Background: an optimization exercise with open tools, aiming at small area and few clock cycles. Do not read the settings as production practice.
Function was checked by simulation only, so behaviour that the tests miss may differ from the original.
No activity file was given, so power comes from the tool's default toggle rates.

run A:
==> flow/design.v <==
module mux2i_cell(input  logic a0, a1, s,
                  output logic y);
    assign y = ~(s ? a1 : a0);
endmodule
module shifter(input  logic [31:0] a,
               input  logic [4:0]  sh,
               input  logic        left, arith,
               output logic [31:0] y);
    logic [31:0] x [6];
    logic        f;
    assign f = arith & a[31];
    for (genvar i = 0; i < 32; i++) begin : g_rev
        mux2i_cell m (.a0(a[i]), .a1(a[31-i]), .s(left), .y(x[0][i]));
    end
    for (genvar k = 0; k < 5; k++) begin : g_stage
        logic fk;
        assign fk = (k % 2 == 0) ? ~f : f;
        for (genvar i = 0; i < 32; i++) begin : g_bit
            if (i + (1 << k) < 32) begin : g_in
                mux2i_cell m (.a0(x[k][i]), .a1(x[k][i + (1 << k)]), .s(sh[k]), .y(x[k+1][i]));
            end else begin : g_fill
                mux2i_cell m (.a0(x[k][i]), .a1(fk), .s(sh[k]), .y(x[k+1][i]));
            end
        end
    end
    assign y = x[5];
endmodule
module alu(input  logic [31:0] a, b,
           input  logic [2:0]  f3,
           input  logic        sub,      
           input  logic        arith,    
           input  logic        alu_en,   
           input  logic [31:0] ld, link, tgt, imm_u,
           input  logic        s_ld, s_link, s_tgt, s_lui,
           output logic [31:0] sum,      
           output logic        eq, lt, ltu,
           output logic [31:0] y);
    logic [31:0] bx, p, g, c, shr, shl;
    logic        cout;
    assign bx = b ^ {32{sub}};
    assign p  = a ^ bx;
    assign g  = a & bx;
    always_comb begin
        logic [31:0] gg, pp;
        gg = g;
        pp = p;
        gg[0] = g[0] | (p[0] & sub);
        for (int l = 0; l < 5; l++)
            for (int j = 0; j < 32; j++)
                if (j & (1 << l)) begin
                    gg[j] = gg[j] | (pp[j] & gg[((j >> l) << l) - 1]);
                    pp[j] = pp[j] & pp[((j >> l) << l) - 1];
                end
        c    = {gg[30:0], sub};
        cout = gg[31];
    end
    assign sum = p ^ c;
    assign eq  = &p;                         
    assign ltu = ~cout;                      
    assign lt  = (a[31] ^ b[31]) ? a[31] : sum[31];
    shifter shift (.a(a), .sh(b[4:0]), .left(~f3[2]), .arith(arith), .y(shr));
    always_comb
        for (int i = 0; i < 32; i++) shl[i] = shr[31-i];
    logic s_add, s_sll, s_slt, s_sltu, s_xor, s_srl, s_or, s_and;
    assign s_add  = alu_en & (f3 == 3'b000);
    assign s_sll  = alu_en & (f3 == 3'b001);
    assign s_slt  = alu_en & (f3 == 3'b010);
    assign s_sltu = alu_en & (f3 == 3'b011);
    assign s_xor  = alu_en & (f3 == 3'b100);
    assign s_srl  = alu_en & (f3 == 3'b101);
    assign s_or   = alu_en & (f3 == 3'b110);
    assign s_and  = alu_en & (f3 == 3'b111);
    logic s_p, s_g, lt_bit;
    logic [31:0] n0, n1, n2;
    assign s_p = s_xor | s_or;
    assign s_g = s_or | s_and;
    assign lt_bit = (s_slt & lt) | (s_sltu & ltu);
    for (genvar i = 0; i < 32; i++) begin : g_y
        aoi222 u0 (.a0(sum[i]), .b0(s_add), .a1(shl[i]), .b1(s_sll), .a2(shr[i]), .b2(s_srl), .y(n0[i]));
        aoi222 u1 (.a0(p[i]), .b0(s_p), .a1(g[i]), .b1(s_g), .a2(ld[i]), .b2(s_ld), .y(n1[i]));
        if (i == 0) begin : g_lt
            aoi221 u2 (.a0(link[i]), .b0(s_link), .a1(tgt[i]), .b1(s_tgt), .c(lt_bit), .y(n2[i]));
        end else if (i < 12) begin : g_lo
            aoi22 u2 (.a0(link[i]), .b0(s_link), .a1(tgt[i]), .b1(s_tgt), .y(n2[i]));
        end else begin : g_hi
            aoi222 u2 (.a0(link[i]), .b0(s_link), .a1(tgt[i]), .b1(s_tgt), .a2(imm_u[i]), .b2(s_lui),
                       .y(n2[i]));
        end
    end
    assign y = ~(n0 & n1 & n2);
endmodule
module add32_bk(input  logic [31:0] a, b,
                output logic [31:0] s);
    logic [31:0] p, g, c;
    assign p = a ^ b;
    assign g = a & b;
    always_comb begin
        logic [31:0] gg, pp;
        gg = g;
        pp = p;
        for (int i = 1; i <= 5; i++)
            for (int j = (1 << i) - 1; j < 32; j += (1 << i)) begin
                gg[j] = gg[j] | (pp[j] & gg[j - (1 << (i - 1))]);
                pp[j] = pp[j] & pp[j - (1 << (i - 1))];
            end
        for (int i = 5; i > 0; i--)
            for (int j = (1 << i) + (1 << (i - 1)) - 1; j < 32; j += (1 << i)) begin
                gg[j] = gg[j] | (pp[j] & gg[j - (1 << (i - 1))]);
                pp[j] = pp[j] & pp[j - (1 << (i - 1))];
            end
        c = {gg[30:0], 1'b0};
    end
    assign s = p ^ c;
endmodule
module aoi222(input  logic a0, b0, a1, b1, a2, b2,
              output logic y);
    assign y = ~((a0 & b0) | (a1 & b1) | (a2 & b2));
endmodule
module aoi22(input  logic a0, b0, a1, b1,
             output logic y);
    assign y = ~((a0 & b0) | (a1 & b1));
endmodule
module aoi221(input  logic a0, b0, a1, b1, c,
              output logic y);
    assign y = ~((a0 & b0) | (a1 & b1) | c);
endmodule
module rf_read_bit(input  logic [30:0] d,
                   input  logic [30:0] sel,
                   output logic        y);
    logic [10:0] n;
    for (genvar k = 0; k < 10; k++) begin : g_aoi
        aoi222 u (.a0(d[3*k]),   .b0(sel[3*k]),
                  .a1(d[3*k+1]), .b1(sel[3*k+1]),
                  .a2(d[3*k+2]), .b2(sel[3*k+2]), .y(n[k]));
    end
    assign n[10] = ~(d[30] & sel[30]);
    assign y = ~&n;
endmodule
module register_file(input  logic        clk,
                     input  logic        we,
                     input  logic [4:0]  ra1, ra2, wa,
                     input  logic [31:0] wd,
                     output logic [31:0] rd1, rd2);
    logic [31:0] rf [1:31];
    always_ff @(posedge clk)
        if (we && wa != 5'd0) rf[wa] <= wd;
    logic [30:0] sel1, sel2;
    always_comb
        for (int i = 1; i < 32; i++) begin
            sel1[i-1] = (ra1 == 5'(i));
            sel2[i-1] = (ra2 == 5'(i));
        end
    for (genvar b = 0; b < 32; b++) begin : g_bit
        logic [30:0] col;
        for (genvar i = 1; i < 32; i++) begin : g_col
            assign col[i-1] = rf[i][b];
        end
        rf_read_bit p1 (.d(col), .sel(sel1), .y(rd1[b]));
        rf_read_bit p2 (.d(col), .sel(sel2), .y(rd2[b]));
    end
endmodule
module riscv (  input   logic                       clk, reset,
                input   logic [31:0]          mem_i_rd,
                input   logic [31:0]       mem_d_rd,
                output  logic                       mem_d_we,
                output  logic [3:0]      mem_d_wmask,
                output  logic [31:0]       mem_d_a,
                output  logic [31:0]       mem_d_wd,
                output  logic [31:0]     mem_i_ra);
    logic [31:2] pc, pc4;
    assign pc4 = pc + 30'd1;
    logic [31:0] ins;
    assign mem_i_ra = {pc, 2'b00};
    assign ins = mem_i_rd;
    logic [4:0] opc;
    logic [2:0] f3;
    logic is_lui, is_auipc, is_jal, is_jalr, is_br, is_load, is_store, is_opimm, is_op;
    assign opc = ins[6:2];
    assign f3  = ins[14:12];
    assign is_lui   = (opc == 5'b01101);
    assign is_auipc = (opc == 5'b00101);
    assign is_jal   = (opc == 5'b11011);
    assign is_jalr  = (opc == 5'b11001);
    assign is_br    = (opc == 5'b11000);
    assign is_load  = (opc == 5'b00000);
    assign is_store = (opc == 5'b01000);
    assign is_opimm = (opc == 5'b00100);
    assign is_op    = (opc == 5'b01100);
    logic [31:0] imm_i, imm_s, imm_b, imm_u, imm_j;
    assign imm_i = {{20{ins[31]}}, ins[31:20]};
    assign imm_s = {{20{ins[31]}}, ins[31:25], ins[11:7]};
    assign imm_b = {{19{ins[31]}}, ins[31], ins[7], ins[30:25], ins[11:8], 1'b0};
    assign imm_u = {ins[31:12], 12'd0};
    assign imm_j = {{11{ins[31]}}, ins[31], ins[19:12], ins[20], ins[30:21], 1'b0};
    logic        rf_we;
    logic [31:0] rs1v, rs2v, wdata;
    assign rf_we = is_lui | is_auipc | is_jal | is_jalr | is_load | is_opimm | is_op;
    register_file rf (.clk(clk), .we(rf_we),
                      .ra1(ins[19:15]), .ra2(ins[24:20]), .wa(ins[11:7]),
                      .wd(wdata), .rd1(rs1v), .rd2(rs2v));
    logic [31:0] alu_b, sum, alu_y, ld, tgt;
    logic        sub, eq, lt, ltu;
    assign alu_b = (is_op | is_br) ? rs2v : (is_store ? imm_s : imm_i);
    assign sub   = is_br | ((is_op | is_opimm) & (f3[2:1] == 2'b01))
                 | (is_op & ins[30] & (f3 == 3'b000));
    alu alu (.a(rs1v), .b(alu_b), .f3(f3), .sub(sub),
             .arith(ins[30]), .alu_en(is_op | is_opimm),
             .ld(ld), .link({pc4, 2'b00}), .tgt(tgt),
             .imm_u(imm_u), .s_lui(is_lui),
             .s_ld(is_load), .s_link(is_jal | is_jalr), .s_tgt(is_auipc),
             .sum(sum), .eq(eq), .lt(lt), .ltu(ltu), .y(alu_y));
    logic cond, taken;
    always_comb
        case (f3[2:1])
            2'b00:   cond = eq;
            2'b10:   cond = lt;
            default: cond = ltu;
        endcase
    assign taken = is_jal | is_jalr | (is_br & (cond ^ f3[0]));
    logic [31:0] pc_imm;
    assign pc_imm = is_br ? imm_b : (is_jal ? imm_j : imm_u);
    add32_bk tgt_add (.a({pc, 2'b00}), .b(pc_imm), .s(tgt));
    assign mem_d_a  = sum;
    assign mem_d_we = is_store;
    always_comb begin
        case (f3[1:0])
            2'b00:   mem_d_wmask = 4'b0001 << sum[1:0];
            2'b01:   mem_d_wmask = sum[1] ? 4'b1100 : 4'b0011;
            default: mem_d_wmask = 4'b1111;
        endcase
        case (f3[1:0])
            2'b00:   mem_d_wd = {4{rs2v[7:0]}};
            2'b01:   mem_d_wd = {2{rs2v[15:0]}};
            default: mem_d_wd = rs2v;
        endcase
    end
    logic [15:0] rd16;
    logic [7:0]  rd8;
    assign rd16 = sum[1] ? mem_d_rd[31:16] : mem_d_rd[15:0];
    assign rd8  = sum[0] ? rd16[15:8] : rd16[7:0];
    logic ld_b, ld_w, sx8, sx16;
    assign ld_b = (f3[1:0] == 2'b00);
    assign ld_w = f3[1];
    assign sx8  = rd8[7] & ~f3[2];
    assign sx16 = rd16[15] & ~f3[2];
    assign ld[7:0]   = ld_b ? rd8 : rd16[7:0];
    assign ld[15:8]  = ld_b ? {8{sx8}} : rd16[15:8];
    assign ld[31:16] = ld_w ? mem_d_rd[31:16] : {16{ld_b ? sx8 : sx16}};
    assign wdata = alu_y;
    logic [31:2] npc_n, npc;
    logic        s_jr, s_tg, s_nx;
    assign s_jr = taken & is_jalr;
    assign s_tg = taken & ~is_jalr;
    assign s_nx = ~taken;
    for (genvar i = 2; i < 32; i++) begin : g_npc
        aoi222 u (.a0(sum[i]), .b0(s_jr), .a1(tgt[i]), .b1(s_tg), .a2(pc4[i]), .b2(s_nx),
                  .y(npc_n[i]));
    end
    assign npc = ~npc_n;
    always_ff @(posedge clk or posedge reset)
        if (reset)
            pc <= 30'h80;    
        else
            pc <= npc;
endmodule
Settings: LEC_CHECK=0, CAP_MARGIN=20, CORE_MARGIN=2, CORE_UTILIZATION=40, SLEW_MARGIN=20, SYNTH_HIERARCHICAL=1, SYNTH_MINIMUM_KEEP_SIZE=0; clock period 10.0 ns.
standard.sh (not shown) runs the stock make flow with config.mk's settings and CLKGATE_MAP_FILE= SYNTH_SCRIPT=/design/flow/synth_recipe.tcl, a recipe that flattens the netlist after the stock synthesis.
==> flow/flow/run.sh <==
#!/bin/bash
# Layout flow: the standard ORFS flow (standard.sh), with these changes:
# the ports are buffered with buf_2 instead of the slower clkdlybuf4s50_1,
# and clock tree synthesis uses clkbuf_8 sink buffers with small sink clusters
# and adds no dummy loads.
set -euo pipefail
export BUFFER_PORTS_ARGS="-buffer_cell sky130_fd_sc_hd__buf_2"
export CTS_ARGS="-sink_clustering_enable -repair_clock_nets -dont_use_dummy_load -buf_list sky130_fd_sc_hd__clkbuf_8 -sink_clustering_size 15 -sink_clustering_max_diameter 60"
bash standard.sh finish > make_finish.log 2>&1
Testbench counts of run A, summed over its fixed seeds: cycles 20,768.
Here is what was changed in the inputs of run B compared with run A.
diff --git a/flow/design.v b/flow/design.v
--- a/flow/design.v
+++ b/flow/design.v
@@ -90,4 +90,22 @@
     assign y = ~(n0 & n1 & n2);
 endmodule
+module ha_cell(input  logic a, b,
+               output logic s, co);
+    assign s  = a ^ b;
+    assign co = a & b;
+endmodule
+module inc30(input  logic [29:0] a,
+             output logic [29:0] y);
+    logic [29:0] c;
+    assign y[0] = ~a[0];
+    assign c[1] = a[0];
+    for (genvar i = 1; i < 30; i++) begin : g_ha
+        if (i < 29) begin : g_mid
+            ha_cell u (.a(a[i]), .b(c[i]), .s(y[i]), .co(c[i+1]));
+        end else begin : g_top
+            assign y[i] = a[i] ^ c[i];
+        end
+    end
+endmodule
 module add32_bk(input  logic [31:0] a, b,
                 output logic [31:0] s);
@@ -169,5 +187,5 @@
                 output  logic [31:0]     mem_i_ra);
     logic [31:2] pc, pc4;
-    assign pc4 = pc + 30'd1;
+    inc30 pc_inc (.a(pc), .y(pc4));
     logic [31:0] ins;
     assign mem_i_ra = {pc, 2'b00};
==> run notes <==
Any difference in vertical die dimension between run A and run B is small enough to ignore.
Run A → run B: number of levels the H-tree was split into did not really move, area fraction in and, or, nand and nor cells after synthesis fell by 0.51 points.
Against run A, run B comes in 8 lower on number of unique standard cell types used by synthesis.
Summary of run B over run A: least setup slack across all paths after layout has decreased, final area moved up, routed metal-1 wire length now sits lower.
For non-filler instance count after layout, run B and run A come out practically identical.
Testbench counts of run B, summed over its fixed seeds: cycles 20,768.

Another version of the RTL of riscv (not shown whole).
Size: about 1000 flip-flops, about 170 I/O pins, roughly 51000 sq um of cells after synthesis.
==> module mux2i_cell, before the edit <==
module mux2i_cell(input  logic a0, a1, s,
                  output logic y);
    assign y = ~(s ? a1 : a0);
endmodule
==> module shifter, before the edit <==
module shifter(input  logic [31:0] a,
               input  logic [4:0]  sh,
               input  logic        left, arith,
               output logic [31:0] y);
    logic [31:0] x [6];
    logic        f;
    assign f = arith & a[31];
    for (genvar i = 0; i < 32; i++) begin : g_rev
        mux2i_cell m (.a0(a[i]), .a1(a[31-i]), .s(left), .y(x[0][i]));
    end
    for (genvar k = 0; k < 5; k++) begin : g_stage
        logic fk;
        assign fk = (k % 2 == 0) ? ~f : f;
        for (genvar i = 0; i < 32; i++) begin : g_bit
            if (i + (1 << k) < 32) begin : g_in
                mux2i_cell m (.a0(x[k][i]), .a1(x[k][i + (1 << k)]), .s(sh[k]), .y(x[k+1][i]));
            end else begin : g_fill
                mux2i_cell m (.a0(x[k][i]), .a1(fk), .s(sh[k]), .y(x[k+1][i]));
            end
        end
    end
    assign y = x[5];
endmodule
==> module alu, before the edit <==
module alu(input  logic [31:0] a, b,
           input  logic [2:0]  f3,
           input  logic        sub,      
           input  logic        arith,    
           input  logic        alu_en,   
           input  logic [31:0] ext,      
           output logic [31:0] sum,      
           output logic        eq, lt, ltu,
           output logic [31:0] y);
    logic [31:0] ax, p, g, c, shr, shl;
    logic        cout;
    assign ax = a ^ {32{sub}};
    assign p  = ax ^ b;
    assign g  = ax & b;
    always_comb begin
        logic [31:0] gg, pp;
        gg = g;
        pp = p;
        for (int l = 0; l < 5; l++)
            for (int j = 0; j < 32; j++)
                if (j & (1 << l)) begin
                    gg[j] = gg[j] | (pp[j] & gg[((j >> l) << l) - 1]);
                    pp[j] = pp[j] & pp[((j >> l) << l) - 1];
                end
        c    = {gg[30:0], 1'b0};
        cout = gg[31];
    end
    assign sum = p ^ c;                      
    assign eq  = &p;                         
    assign ltu = cout;                       
    assign lt  = (a[31] ^ b[31]) ? a[31] : ~sum[31];
    shifter shift (.a(a), .sh(b[4:0]), .left(~f3[2]), .arith(arith), .y(shr));
    always_comb
        for (int i = 0; i < 32; i++) shl[i] = shr[31-i];
    logic s_add, s_sll, s_slt, s_sltu, s_xor, s_srl, s_or, s_and;
    assign s_add  = alu_en & (f3 == 3'b000);
    assign s_sll  = alu_en & (f3 == 3'b001);
    assign s_slt  = alu_en & (f3 == 3'b010);
    assign s_sltu = alu_en & (f3 == 3'b011);
    assign s_xor  = alu_en & (f3 == 3'b100);
    assign s_srl  = alu_en & (f3 == 3'b101);
    assign s_or   = alu_en & (f3 == 3'b110);
    assign s_and  = alu_en & (f3 == 3'b111);
    assign y = ({32{s_add}} & (sum ^ {32{sub}})) | ({32{s_sll}} & shl) | ({32{s_srl}} & shr)
             | ({32{s_xor}} & p) | ({32{s_or}} & (p | g)) | ({32{s_and}} & g)
             | {31'd0, (s_slt & lt) | (s_sltu & ltu)} | ext;
endmodule
==> flow/config.mk <==
export PLATFORM = sky130hd
export DESIGN_NAME = riscv
export DESIGN_NICKNAME = riscv
export VERILOG_FILES = /design/flow/design.v
export SDC_FILE = /design/flow/constraint.sdc
export NUM_CORES = 4
export LEC_CHECK = 0
export CAP_MARGIN = 20
export CORE_MARGIN = 2
export CORE_UTILIZATION = 40
export SLEW_MARGIN = 20
export SYNTH_HIERARCHICAL = 1
export SYNTH_MINIMUM_KEEP_SIZE = 0
==> flow/constraint.sdc <==
create_clock -name core_clock -period 10.0 [get_ports {clk}]
set_input_delay 2.0000 -clock core_clock [delete_from_list [all_inputs] [get_ports {clk}]]
set_output_delay 2.0000 -clock core_clock [all_outputs]
set_load 0.01 [all_outputs]
==> flow/flow/run.sh <==
#!/bin/bash
# Layout flow: the standard ORFS flow (standard.sh), with these changes:
# the ports are buffered with buf_2 instead of the slower clkdlybuf4s50_1,
# and clock tree synthesis uses larger sink clusters and adds no dummy loads.
set -euo pipefail
export BUFFER_PORTS_ARGS="-buffer_cell sky130_fd_sc_hd__buf_2"
export CTS_ARGS="-sink_clustering_enable -repair_clock_nets -dont_use_dummy_load -sink_clustering_size 20 -sink_clustering_max_diameter 80"
bash standard.sh finish > make_finish.log 2>&1
Testbench counts at the start, summed over its fixed seeds: cycles 20,768.
Change:
--- a/flow/design.v
+++ b/flow/design.v
@@ -1,44 +1,17 @@
-module mux2i_cell(input  logic a0, a1, s,
-                  output logic y);
-    assign y = ~(s ? a1 : a0);
-endmodule
-module shifter(input  logic [31:0] a,
-               input  logic [4:0]  sh,
-               input  logic        left, arith,
-               output logic [31:0] y);
-    logic [31:0] x [6];
-    logic        f;
-    assign f = arith & a[31];
-    for (genvar i = 0; i < 32; i++) begin : g_rev
-        mux2i_cell m (.a0(a[i]), .a1(a[31-i]), .s(left), .y(x[0][i]));
-    end
-    for (genvar k = 0; k < 5; k++) begin : g_stage
-        logic fk;
-        assign fk = (k % 2 == 0) ? ~f : f;
-        for (genvar i = 0; i < 32; i++) begin : g_bit
-            if (i + (1 << k) < 32) begin : g_in
-                mux2i_cell m (.a0(x[k][i]), .a1(x[k][i + (1 << k)]), .s(sh[k]), .y(x[k+1][i]));
-            end else begin : g_fill
-                mux2i_cell m (.a0(x[k][i]), .a1(fk), .s(sh[k]), .y(x[k+1][i]));
-            end
-        end
-    end
-    assign y = x[5];
-endmodule
 module alu(input  logic [31:0] a, b,
            input  logic [2:0]  f3,
            input  logic        sub,      
            input  logic        arith,    
            input  logic        alu_en,   
            input  logic [31:0] ext,      
            output logic [31:0] sum,      
            output logic        eq, lt, ltu,
            output logic [31:0] y);
-    logic [31:0] ax, p, g, c, shr, shl;
-    logic        cout;
+    logic [31:0] ax, p, g, c, shin, shr, shl;
+    logic        cout, fill;
     assign ax = a ^ {32{sub}};
     assign p  = ax ^ b;
     assign g  = ax & b;
     always_comb begin
         logic [31:0] gg, pp;
         gg = g;
@@ -53,13 +26,16 @@
         cout = gg[31];
     end
     assign sum = p ^ c;                      
     assign eq  = &p;                         
     assign ltu = cout;                       
     assign lt  = (a[31] ^ b[31]) ? a[31] : ~sum[31];
-    shifter shift (.a(a), .sh(b[4:0]), .left(~f3[2]), .arith(arith), .y(shr));
+    always_comb
+        for (int i = 0; i < 32; i++) shin[i] = f3[2] ? a[i] : a[31-i];
+    assign fill = arith & a[31];
+    assign shr  = 32'($signed({fill, shin}) >>> b[4:0]);
     always_comb
         for (int i = 0; i < 32; i++) shl[i] = shr[31-i];
     logic s_add, s_sll, s_slt, s_sltu, s_xor, s_srl, s_or, s_and;
     assign s_add  = alu_en & (f3 == 3'b000);
     assign s_sll  = alu_en & (f3 == 3'b001);
     assign s_slt  = alu_en & (f3 == 3'b010);
After rerunning:
- setup slack degrades by 0.19 ns
- die area goes up by 0.79%
- final area is higher by 1.3%
- worst hold slack gets better by 0.011 ns
- power hardly moves
- routed wire length is higher by 1.1%
- fmax came out lower by 1.9%
- clock-buffer cell count falls by 6
- clock skew went up by 0.013 ns
- non-clock buffer count increases by 71
- area after synthesis is higher by 0.80%
- global-route usage hardly moves
- sequential power hardly moves
- sequential cell count is unchanged
Testbench counts after the change, summed over its fixed seeds: cycles 20,768.

port drivers added, routing unchanged:
The results above use ideal ports. As a check the final layouts listed here were re-extracted and re-timed, cells and wires unchanged.
Step 1 assumes that a clkbuf_16 drives the clock port and a buf_2 every other input.
Step 2, shift: input delay + t, output delay - t, t = (earliest + latest rising clock arrival at the registers) / 2. This alone moves slack from input paths to output paths.
Slacks: ideal / step 1 / step 2; pairs: ideal / step 1.
run	shift t [ns]	slack for setup (ns)	worst register clock-pin slew, ns	cell pins on the clock port's net
run A	0.833	0.464 / 0.435 / 0.435	0.10 / 0.10	1
run B	0.828	0.158 / 0.135 / 0.135	0.10 / 0.10	1
the first run of note 2	0.715	0.358 / 0.331 / 0.331	0.09 / 0.09	1
the second run of note 2	0.765	0.170 / 0.136 / 0.136	0.09 / 0.09	1
After both steps setup and hold are still met in every run listed. The setup slack of the second run of note 2, which loses most, moves by -0.034 ns with the drivers and by -0.034 ns with both steps.
